Background: an optimization exercise with open tools, aiming at small area and a short achievable clock period. Do not read the settings as production practice. In this exercise RTL edits were held to simulation tests only and were not proved equivalent to the original.

## flow/design.v (module list and top-level ports; edited modules follow where they fit)
// module sin_cos: 1223 lines
module sin_cos (
  input clock, input [15:0] angle, output [15:0] cos, output [15:0] sin);
  // ...
==> flow/run.sh <==
#!/bin/bash
# synth_recipe.tcl (not shown) runs the flow's synth.tcl, then flattens the netlist and writes it again
# the make line also repeats each setting of config.mk as NAME=value (left out here)
make -C /OpenROAD-flow-scripts/flow DESIGN_CONFIG=/design/flow/config.mk WORK_HOME=/design/flow/orfs CLKGATE_MAP_FILE= SYNTH_SCRIPT=/design/flow/synth_recipe.tcl finish
==> flow/config.mk <==
export PLATFORM = sky130hd
export DESIGN_NAME = sin_cos
export DESIGN_NICKNAME = sin_cos
export VERILOG_FILES = /design/flow/design.v
export SDC_FILE = /design/flow/constraint.sdc
export NUM_CORES = 4
export LEC_CHECK = 0
export ABC_AREA = 1
export CAP_MARGIN = 20
export CORE_MARGIN = 2
export CORE_UTILIZATION = 40
export SETUP_SLACK_MARGIN = 3.9
export SLEW_MARGIN = 20
==> flow/constraint.sdc <==
create_clock -name core_clock -period 6.5 [get_ports {clock}]
set_input_delay 1.3000 -clock core_clock [delete_from_list [all_inputs] [get_ports {clock}]]
set_output_delay 1.3000 -clock core_clock [all_outputs]
set_load 0.01 [all_outputs]
==> summary.txt, run 1 <==
via count - 39,400
vias in the first global route - 38,400
DRT Wirelength - 133,000 um
routed wl met2 - 61,400 um
Met1 Wirelength - 54,700 um
comb_multi_in - 3,962
Worst Setup Path Type - flop to flop
n_taps - 1,512
Crit Path Max Fanout - 18
r2r worst-path depth - 4
Yosys reg bits - 818
Main synth FF type - dfxtp_1
Crit Reg-Reg Endpoint - ps_h1[19]
residual DRC count - 0
Fin. Hold Viols - 0
post-synth top area share - 0.353
maxcap violations - 0
Crit path depth - 4
first drt pass iteration count - 9
max_slew headroom - 0.341
antenna cell count - 0
setup TNS - 0 ns
most frequent cell after synthesis - nand2_1
storage element area - 16,500 sq um
CP Data Arrival Time - 3.20 ns
via/cell ratio - 5.35
Setup WS pre-CTS - 3.09 ns
Root Driver - clkbuf_16
routed wl met3 - 10,700 um
status - finished clean
grt peak-use layer - met2
commonest non-fill, non-tap cell in the layout - nand2_1
count of buffer and inverter cells on the critical path - 0
Worst Hold Depth - 0
clock-pin slew on the worst setup and hold paths - 0.06 ns
Final nets - 6,256
commonest cells after routing, fill and taps aside - nand2_1, dfxtp_1, inv_1
slowest CP cell - dfxtp_1
Post-Syn Instances - 5,770
met1 Use GR - 0.271
==> inputs of run 2 (changes only) <==
--- a/flow/config.mk
+++ b/flow/config.mk
@@ -10,4 +10,7 @@
 export CORE_MARGIN = 2
 export CORE_UTILIZATION = 40
+export CTS_BUF_LIST = sky130_fd_sc_hd__clkbuf_16
+export CTS_CLUSTER_DIAMETER = 80
+export CTS_CLUSTER_SIZE = 24
 export SETUP_SLACK_MARGIN = 3.9
 export SLEW_MARGIN = 20
==> run 2 against run 1 <==
Critical path type unchanged. Utilization decreased by 1.5 points. Still clean. Cell count down 1.2%. Die area unchanged. Sequential share of layout area rose by 1.1 points. Global-route usage shrank 0.27 points. Non-clock buffer count shrank 1. Largest cell class unchanged. Clock skew decreased by 0.0071 ns. Routed wire length decreased by 0.60%.
==> summary.txt, run 2 <==
CP Launch Type - flop
global-route wire length before repair - 207,000 um
cell taking the most area after synthesis - dfxtp_1
post-synth net total - 6,247
max_slew headroom - 0.367 (+0.0262)
vias in the first global route - 37,900 (-1.3%)
Worst Setup End Kind - flop
Core Area - 115,000 sq um
cts hold-fix bufs - 0
Die ar. - 119,000 sq um
worst-margin pin slew - 0.944 ns
PortBufs - 48
ANT nets after route - 0
most frequent cell after synthesis - nand2_1
residual DRC count - 0 (unchanged)
Final Critical Period - 2.62 ns
commonest non-fill, non-tap cell in the layout - nand2_1
Yosys reg bits - 818 (unchanged)
initial antenna violation count - 2
GR Layer Usage met3 - 0.0458
Fin. Hold Viols - 0 (unchanged)
CP Data Arrival Time - 3.17 ns (-0.03 ns)
RD Place Congestion - 0.978
Post-synth top cells - nand2_1, dfxtp_1, inv_1
Cells after DPL - 7,120
CTS H-tree depth - 2
drt wl/cell - 18.2 um
die height - 344 um
fmax - 382 MHz
Post-synth EDFFs - 0
Hold WS - 0.328 ns
Final nets - 6,213 (-0.69%)
Tot GR Track Use - 0.219
RSZ-0062 raised after global routing - true
std cell rows - 124
post-synth top area share - 0.353 (unchanged)
worst clock skew - 0.0217 ns
Seq/Total Area, Yosys - 0.353
DRT Wirelength - 132,000 um (-0.60%)
antenna cell count - 0 (unchanged)
met1 Use GR - 0.269 (-0.00161)
die width - 344 um
# setup viols final - 0
Main synth FF type - dfxtp_1
status - finished clean
setup TNS - 0 ns (unchanged)
Tcrit/Tclk final - 0.403
Root Driver - clkbuf_16
Initial Util - 0.404
Boundary Pins - 49
fin cells - 7,274
via/cell ratio - 5.37 (+0.27%)
Mean Syn Cell Area - 8.04 sq um
layout cells sized above 1 - 0.0639
async set-reset flop share out of synthesis - 0
clk buf depth - 3
Layout Area Growth over Synthesis - 9.14%
CTS sink count - 818
Syn. warnings - 1
drt initial violations - 4,143
commonest cells after routing, fill and taps aside - nand2_1, dfxtp_1, inv_1
CTS Buf Count - 49
Yosys cell types - 72
via count - 39,000 (-0.96%)
Synth area leaders - dfxtp_1, ha_1, nand2_1
grt peak-use layer - met2
post-DP HPWL - 98,200 um
fin. max-slew vios - 0
Worst Setup Path Type - flop to flop
Hold Crit Class - flop to flop
grt ovf - 0
post-synthesis cell area - 46,400 sq um
worst path required time - 7.05 ns
largest net degree at the start of global routing - 62
maxcap violations - 0 (unchanged)
clock-pin slew on the worst setup and hold paths - 0.09 ns (+0.03 ns)
Post-Syn Instances - 5,770 (unchanged)
top flop regs - pc_h0 x32, ps_h0 x32
Crit Path Max Fanout - 16 (-2)
CTS tree - built
Worst-Skew Late Latency - 0.68 ns
met2 Usage GRT - 0.373
first drt pass iteration count - 7 (-2)
Core Util, Final - 0.441
[run 2: cell count changes in the layout (fill, tap and decap cells not counted), moves of 5 or more]
cell,before,now
bufinv_16,10,1
clkbuf_1,7,0
clkbuf_16,91,49
clkbuf_8,18,0
clkinv_2,13,4
clkinv_4,11,5
clkinvlp_4,47,40
inv_12,0,5
nand2_1,1012,1017
nand2_2,13,8
[run 2: worst max-delay path: stages, from the launching register on]
cell and delay [ns]:
dfxtp_1 0.92, a221oi_1 0.22, xor2_1 0.42, fa_1 0.46, inv_1 0.08, fa_1 0.40
[run 2: path summary, 6_finish.rpt]
path	slack, ns	cells past startpoint	endpoint	start
worst max-delay path	3.88	5	ps_h1[22]	ps_d4[2]
worst max register to register	3.88	5	ps_h1[22]	ps_d4[2]
worst min-delay path	0.33	0	e1_13	e1_12
worst min register to register	0.33	0	e1_13	e1_12
[run 2: per-layer routing]
layer	wire length (um)	vias up
met2	61700	1664
met4	5790	0
met1	53900	17900
li1	-	19000
met5	0	-
met3	11100	420
[run 2: through the flow]
step,instance area (sq um),worst slack (ns)
finish,50600,3.88
global placement,47900,3.09
floorplan,46400,4.11
global route,50600,3.84
detailed placement,47900,3.09
CTS,49900,3.90
[run 2: final cells by class]
cell class	count	area, sq um
Timing Repair inverter	10	65.1
Multi-Input combinational cell	3962	26500
Tap cell	1512	1890
Sequential cell	818	16500
Fill cell	11600	64100
Clock buffer	49	1230
Inverter	765	3030
Timing Repair Buffer	130	1090
Clock inverter	28	353
[run 2: cells by family after synthesis]
group / count (synthesis) / synth area share
buffers and inverters: 990 / 0.0816
flip-flops: 818 / 0.353
AND/OR/NAND/NOR: 1839 / 0.165
adder cells (fa/ha/maj): 462 / 0.147
multiplexers: 6 / 0.00140
AO/OA/AOI/OAI: 1130 / 0.152
XOR/XNOR: 525 / 0.0993
[run 2: timing repair]
action / 4_1_cts / 5_1_grt
resized for setup: 109 / 114
cloned: 8 / 2
pin swaps: 2 / 7
setup buffers: 26 / 41
hold endpoints to repair: 0 / 0
setup endpoints to repair: 196 / 142
==> inputs of run 3 (changes only) <==
--- a/flow/config.mk
+++ b/flow/config.mk
@@ -9,5 +9,5 @@
 export CAP_MARGIN = 20
 export CORE_MARGIN = 2
-export CORE_UTILIZATION = 40
+export CORE_UTILIZATION = 55
 export CTS_BUF_LIST = sky130_fd_sc_hd__clkbuf_16
 export CTS_CLUSTER_DIAMETER = 80
==> run 3 against run 2 <==
Still clean. Die area fell by 27%. First-iteration DRC count fell by 9.1%. Via count rose by 0.66%. Clock-buffer cell count fell by 2. Flip-flop and latch count did not move. Synthesized cell count did not move. Worst hold slack got worse by 0.0011 ns. Sequential share of layout area rose by 0.42 points.
==> summary.txt, run 3 <==
via count - 39,300 (+0.66%)
count of buffer and inverter cells on the critical path - 3 (+2)
Worst Slack Setup Final - 3.90 ns (+0.0166 ns)
Worst Hold Depth - 0 (unchanged)
Boundary Pins - 49 (unchanged)
worst path required time - 7.03 ns (-0.02 ns)
fmax - 384 MHz (+0.64%)
WHS Endpoint - e6_13
Hold Crit Class - flop to flop
status - finished clean
Post-synth top cells - nand2_1, dfxtp_1, inv_1
first drt pass iteration count - 8 (+1)
Post-Syn Instances - 5,770 (unchanged)
Cells after DPL - 6,689 (-6.1%)
slowest CP cell - fa_1
die width - 294 um (-15%)
largest net degree at the start of global routing - 61 (-1.6%)
Worst Setup Path Type - flop to flop
CP most frequent cell - buf_4
post-DP HPWL - 97,500 um (-0.71%)
Setup WS pre-CTS - 3.13 ns (+0.0402 ns)
Initial Util - 0.555 (+0.151)
cell taking the most area after synthesis - dfxtp_1
Worst-Skew Late Latency - 0.64 ns (-0.04 ns)
fin. max-slew vios - 0 (unchanged)
# setup viols final - 0 (unchanged)
clock-pin slew on the worst setup and hold paths - 0.10 ns (about the same)
r2r worst-path depth - 8 (+3)
via/cell ratio - 5.75 (+7.1%)
ANT nets after route - 0 (unchanged)
post-synth net total - 6,247 (unchanged)
CP Launch Type - flop
clk buf depth - 3 (unchanged)
Seq/Total Area, Yosys - 0.353 (unchanged)
RD Place Congestion - 0.965 (-1.3%)
CTS H-tree depth - 2 (unchanged)
worst r2r src - gm[1]
Core Util, Final - 0.598 (+0.156)
maxcap violations - 0 (unchanged)
Crit Reg-Reg Endpoint - ps_h1[15]
commonest non-fill, non-tap cell in the layout - nand2_1
top flop regs - pc_h0 x32, ps_h0 x32
vias in the first global route - 38,300 (+0.85%)
CP Data Arrival Time - 3.13 ns (-0.04 ns)
CTS Buf Count - 47 (-4.1%)
initial antenna violation count - 1 (-1)
Post-synth EDFFs - 0 (unchanged)
layout cells sized above 1 - 0.0632 (-0.000617)
grt ovf - 0 (unchanged)
FF-to-FF setup slack - 3.90 ns (+0.02 ns)
CTS sink count - 818 (unchanged)
Layout Area Growth over Synthesis - 7.72%
Fin. Hold Viols - 0 (unchanged)
Die ar. - 86,600 sq um (-27%)
Root Driver - clkbuf_16
fin cells - 6,836 (-6.0%)
cells along the critical path - buf_4 -> clkinvlp_4 -> buf_4 -> o22ai_1 -> a221oi_1 -> xor2_1 -> ha_1 -> fa_1
Hold WS - 0.327 ns (-0.00110 ns)
Worst Setup End Kind - flop
global-route wire length before repair - 207,000 um (+0.14%)
Final Critical Period - 2.60 ns (-0.0166 ns)
Final nets - 6,208 (-0.080%)
Yosys reg bits - 818 (unchanged)
PortBufs - 48 (unchanged)
DRT Wirelength - 133,000 um (+0.14%)
Hold Startpoint - e6_12
Tot GR Track Use - 0.302 (+0.0827)
drt initial violations - 3,764 (-9.1%)
cts hold-fix bufs - 0 (unchanged)
setup TNS - 0 ns (unchanged)
Syn. warnings - 1 (unchanged)
async set-reset flop share out of synthesis - 0 (unchanged)
Main synth FF type - dfxtp_1
Worst path top cell family by delay - buffers and inverters
Crit Path Max Fanout - 15 (-1)
Crit path largest cell delay - 0.47 ns (-0.45 ns)
residual DRC count - 0 (unchanged)
commonest cells after routing, fill and taps aside - nand2_1, dfxtp_1, inv_1
die height - 294 um (-15%)
post-synth top area share - 0.353 (unchanged)
cell area after layout - 49,900 sq um (-1.3%)
Mean Syn Cell Area - 8.04 sq um (unchanged)
Tcrit/Tclk final - 0.400 (-0.00255)
worst clock skew - 0.0315 ns (+0.00978 ns)
RSZ-0062 raised after global routing - true
Core Area - 83,600 sq um (-27%)
Synth area leaders - dfxtp_1, ha_1, nand2_1
most frequent cell after synthesis - nand2_1
Placed Area - 47,400 sq um (-1.1%)
worst-margin pin slew - 1.09 ns (+0.149 ns)
max_slew headroom - 0.271 (-0.0962)
CTS tree - built
std cell rows - 106 (-15%)
Yosys cell types - 72 (unchanged)
drt wl/cell - 19.4 um (+6.6%)
post-synthesis cell area - 46,400 sq um (unchanged)
run 3: cell counts after synthesis:
Identical to the previous run, type by type.
run 3: repair_timing:
item,4_1_cts,5_1_grt
cloned,8,1
gates resized for setup,105,103
pin swaps,1,9
buffers inserted,27,36
endpoints found under the setup margin,185,124
run 3: logic make-up after synthesis:
| family | count (synthesis) | synth area share |
|---|---|---|
| xor gates and xnor gates | 525 | 0.0993 |
| adders and majority gates | 462 | 0.147 |
| and+or+nand+nor | 1839 | 0.165 |
| DFF | 818 | 0.353 |
| buffers and inverters | 990 | 0.0816 |
| muxes | 6 | 0.00140 |
| AOI/OAI and AO/OA | 1130 | 0.152 |
run 3: layout make-up:
class	count	area, sq um
Sequential cell	818	16500
Multi-Input combinational cell	3962	26500
Timing Repair inverter	9	60.1
Clock buffer	47	1180
Inverter	765	3040
Timing Repair Buffer	128	1080
Clock inverter	26	299
Fill cell	7713	33600
Antenna cell	1	2.50
Tap cell	1080	1350
run 3: worst max path at each step:
stage	start	end	slack (ns)	depth (start not counted)
floorplan	y15[2]	ps_d1[4]	4.11	14
global placement	gm[10]	ps_h1[23]	3.12	7
detailed placement	gm[10]	ps_h1[23]	3.13	7
CTS	ps_d1[3]	ps_h1[24]	3.86	8
global route	y15[5]	ps_d4[4]	3.90	16
finish	gm[1]	ps_h1[15]	3.90	8
run 3: per-layer routing:
| layer | vias up | GRT usage | part of all wire |
|---|---|---|---|
| li1 | 19000 | - | - |
| met1 | 18000 | 0.365 | 0.40 |
| met2 | 1772 | 0.508 | 0.46 |
| met3 | 490 | 0.0556 | 0.079 |
| met4 | 0 | 0.162 | 0.061 |
| met5 | - | 0 | 0 |
==> inputs of run 4 (changes only) <==
--- a/flow/config.mk
+++ b/flow/config.mk
@@ -9,8 +9,8 @@
 export CAP_MARGIN = 20
 export CORE_MARGIN = 2
-export CORE_UTILIZATION = 55
+export CORE_UTILIZATION = 40
 export CTS_BUF_LIST = sky130_fd_sc_hd__clkbuf_16
-export CTS_CLUSTER_DIAMETER = 80
-export CTS_CLUSTER_SIZE = 24
+export CTS_CLUSTER_DIAMETER = 100
+export CTS_CLUSTER_SIZE = 30
 export SETUP_SLACK_MARGIN = 3.9
 export SLEW_MARGIN = 20
==> run 4 against run 3 <==
Sequential share of layout area down 0.32 points. Highest routed layer is now met5. Non-clock buffer count grew 4. Largest cell class unchanged. Still clean.
==> summary.txt, run 4 <==
first drt pass iteration count - 7 (-1)
clock-pin slew on the worst setup and hold paths - 0.11 ns (about the same)
Critical Path Source - g3m[0]
Core Area - 115,000 sq um (+37%)
CTS H-tree depth - 2 (unchanged)
met1 Use GR - 0.270 (-0.0952)
Core Util, Final - 0.440 (-0.157)
met2 Usage GRT - 0.374 (-0.133)
commonest non-fill, non-tap cell in the layout - nand2_1
initial antenna violation count - 2 (+1)
RSZ-0062 raised after global routing - true
slowest CP cell - a21oi_1
via count - 39,100 (-0.62%)
Boundary Pins - 49 (unchanged)
Hold WS - 0.310 ns (-0.0176 ns)
CTS tree - built
cell taking the most area after synthesis - dfxtp_1
# setup viols final - 0 (unchanged)
post-synthesis cell area - 46,400 sq um (unchanged)
Synth area leaders - dfxtp_1, ha_1, nand2_1
Yosys reg bits - 818 (unchanged)
setup TNS - 0 ns (unchanged)
Seq/Total Area, Yosys - 0.353 (unchanged)
post-synth net total - 6,247 (unchanged)
async set-reset flop share out of synthesis - 0 (unchanged)
max_slew headroom - 0.390 (+0.119)
grt ovf - 0 (unchanged)
die height - 344 um (+17%)
Root Driver - clkbuf_16
top flop regs - pc_h0 x32, ps_h0 x32
DRT Wirelength - 132,000 um (-0.20%)
global-route wire length before repair - 207,000 um (about the same)
Syn. warnings - 1 (unchanged)
PortBufs - 48 (unchanged)
Worst Setup End Kind - flop
Cells after DPL - 7,120 (+6.4%)
clk buf depth - 3 (unchanged)
Tot GR Track Use - 0.218 (-0.0832)
cell area after layout - 50,500 sq um (+1.1%)
die width - 344 um (+17%)
status - finished clean
Post-synth top cells - nand2_1, dfxtp_1, inv_1
via/cell ratio - 5.38 (-6.4%)
layout cells sized above 1 - 0.0647 (+0.00146)
CTS Buf Count - 39 (-17%)
Main synth FF type - dfxtp_1
Worst path top cell family by delay - buffers and inverters
fin cells - 7,261 (+6.2%)
worst r2r src - g3m[0]
RD Place Congestion - 0.978 (+1.3%)
count of buffer and inverter cells on the critical path - 2 (-1)
Crit Reg-Reg Endpoint - ps_h1[16]
CP most frequent cell - fa_1
post-synth top area share - 0.353 (unchanged)
worst-margin pin slew - 0.910 ns (-0.183 ns)
Post-Syn Instances - 5,770 (unchanged)
fmax - 373 MHz (-2.9%)
fin. max-slew vios - 0 (unchanged)
drt wl/cell - 18.2 um (-6.0%)
Worst-Skew Late Latency - 0.66 ns (+0.02 ns)
Initial Util - 0.404 (-0.151)
Die ar. - 119,000 sq um (+37%)
Crit Path Max Fanout - 23 (+8)
Layout Area Growth over Synthesis - 8.88%
vias in the first global route - 37,900 (-0.99%)
drt initial violations - 3,993 (+6.1%)
Crit path depth - 5 (-3)
ANT nets after route - 0 (unchanged)
Tcrit/Tclk final - 0.412 (+0.0120)
std cell rows - 124 (+17%)
CP Launch Type - flop
Crit path largest cell delay - 0.57 ns (+0.10 ns)
GR Layer Usage met3 - 0.0425 (-0.0131)
residual DRC count - 0 (unchanged)
Mean Syn Cell Area - 8.04 sq um (unchanged)
post-DP HPWL - 98,200 um (+0.71%)
CP Data Arrival Time - 3.20 ns (+0.07 ns)
maxcap violations - 0 (unchanged)
Yosys cell types - 72 (unchanged)
commonest cells after routing, fill and taps aside - nand2_1, dfxtp_1, inv_1
Worst Setup Path Type - flop to flop
most frequent cell after synthesis - nand2_1
Critical path destination - ps_h1[16]
Post-synth EDFFs - 0 (unchanged)
FILL cells - 11,600 (+50%)
Final nets - 6,205 (-0.048%)
CTS sink count - 818 (unchanged)
Hold Crit Class - flop to flop
cells along the critical path - buf_4 -> clkinvlp_4 -> a21oi_1 -> fa_1 -> fa_1
Fin. Hold Viols - 0 (unchanged)
Final Critical Period - 2.68 ns (+0.0782 ns)
antenna cell count - 0 (-1)
worst path required time - 7.02 ns (about the same)
FF-to-FF setup slack - 3.82 ns (-0.08 ns)
worst clock skew - 0.0450 ns (+0.0136 ns)
grt peak-use layer - met2
largest net degree at the start of global routing - 62 (+1.6%)
r2r worst-path depth - 5 (-3)
Placed Area - 47,900 sq um (+1.1%)
## run 4: metal layers
metal	share of wire	up-vias
met3	0.082	429
met1	0.41	18000
met5	0.000053	-
met2	0.47	1639
li1	-	19000
met4	0.044	2
## run 4: repair_timing
item,in CTS,in global routing
cloned,8,2
endpoints found under the setup margin,197,132
hold buffers,0,0
resized for setup,114,117
pin swaps,2,14
buffers inserted,29,40
## run 4: cells by family (layout without fill, tap and decap cells)
group,Yosys count,after routing,share of synthesized area
buffers and inverters,990,969,0.0816
xor gates and xnor gates,525,525,0.0993
DFF,818,818,0.353
adders and majority gates,462,462,0.147
muxes,6,6,0.00140
and+or+nand+nor,1839,1839,0.165
AOI/OAI and AO/OA,1130,1130,0.152
## run 4: worst min path at each step
stage / end / slack (ns) / cells after the start / startpoint
floorplan: e0_1 / 0.31 / 0 / e0_0
global placement: e1_8 / 0.31 / 0 / e1_7
detailed placement: e0_8 / 0.31 / 0 / e0_7
CTS: e1_12 / 0.32 / 0 / e1_11
global route: e5_7 / 0.32 / 0 / e5_6
finish: e1_12 / 0.31 / 0 / e1_11
## run 4: area by class of cell
type                    count  area, sq um  area share
inverters                 765         3030      0.0600
well taps                1512         1890      0.0375
multi-input cells        3962        26500       0.525
clock inverters            23          388     0.00768
flip-flops and latches    818        16500       0.327
repair inverters           10         67.6     0.00134
repair buffers            132         1110      0.0220
clock buffers              39          976      0.0193
## run 4: stage by stage
| stage | setup WS (ns) |
|---|---|
| finish | 3.82 |
| global route | 3.83 |
| CTS | 3.90 |
| detailed placement | 3.09 |
| global placement | 3.09 |
| floorplan | 4.11 |

## separate check: timing with driven ports
In the flow no input, the clock included, has a driving cell. The finished layouts below were timed again as built, in two steps. Step 1 sets driving cells, clkbuf_16 on the clock port and buf_2 on the other inputs (assumed; they add their load-dependent delay and slew). Step 2 moves the port delays by t, midway between the first and last clock arrival at a register: inputs arrive t later, outputs are due t later. That takes back most of the time a late clock gives input paths. Slacks: ideal ports / drivers / drivers and shift; pairs: ideal ports / drivers.
run | t, ns | setup slack, ns | worst setup path at the end
run 1 | 0.740 | 3.834 / 3.834 / 3.487 | input to register
run 2 | 0.728 | 3.881 / 3.881 / 3.484 | input to register
run 3 | 0.688 | 3.898 / 3.888 / 3.466 | input to register
run 4 | 0.700 | 3.819 / 3.819 / 3.470 | input to register
After both steps setup and hold are still met in every run listed. The setup slack of run 3, which loses most, moves by -0.010 ns with the drivers and by -0.432 ns with both steps.
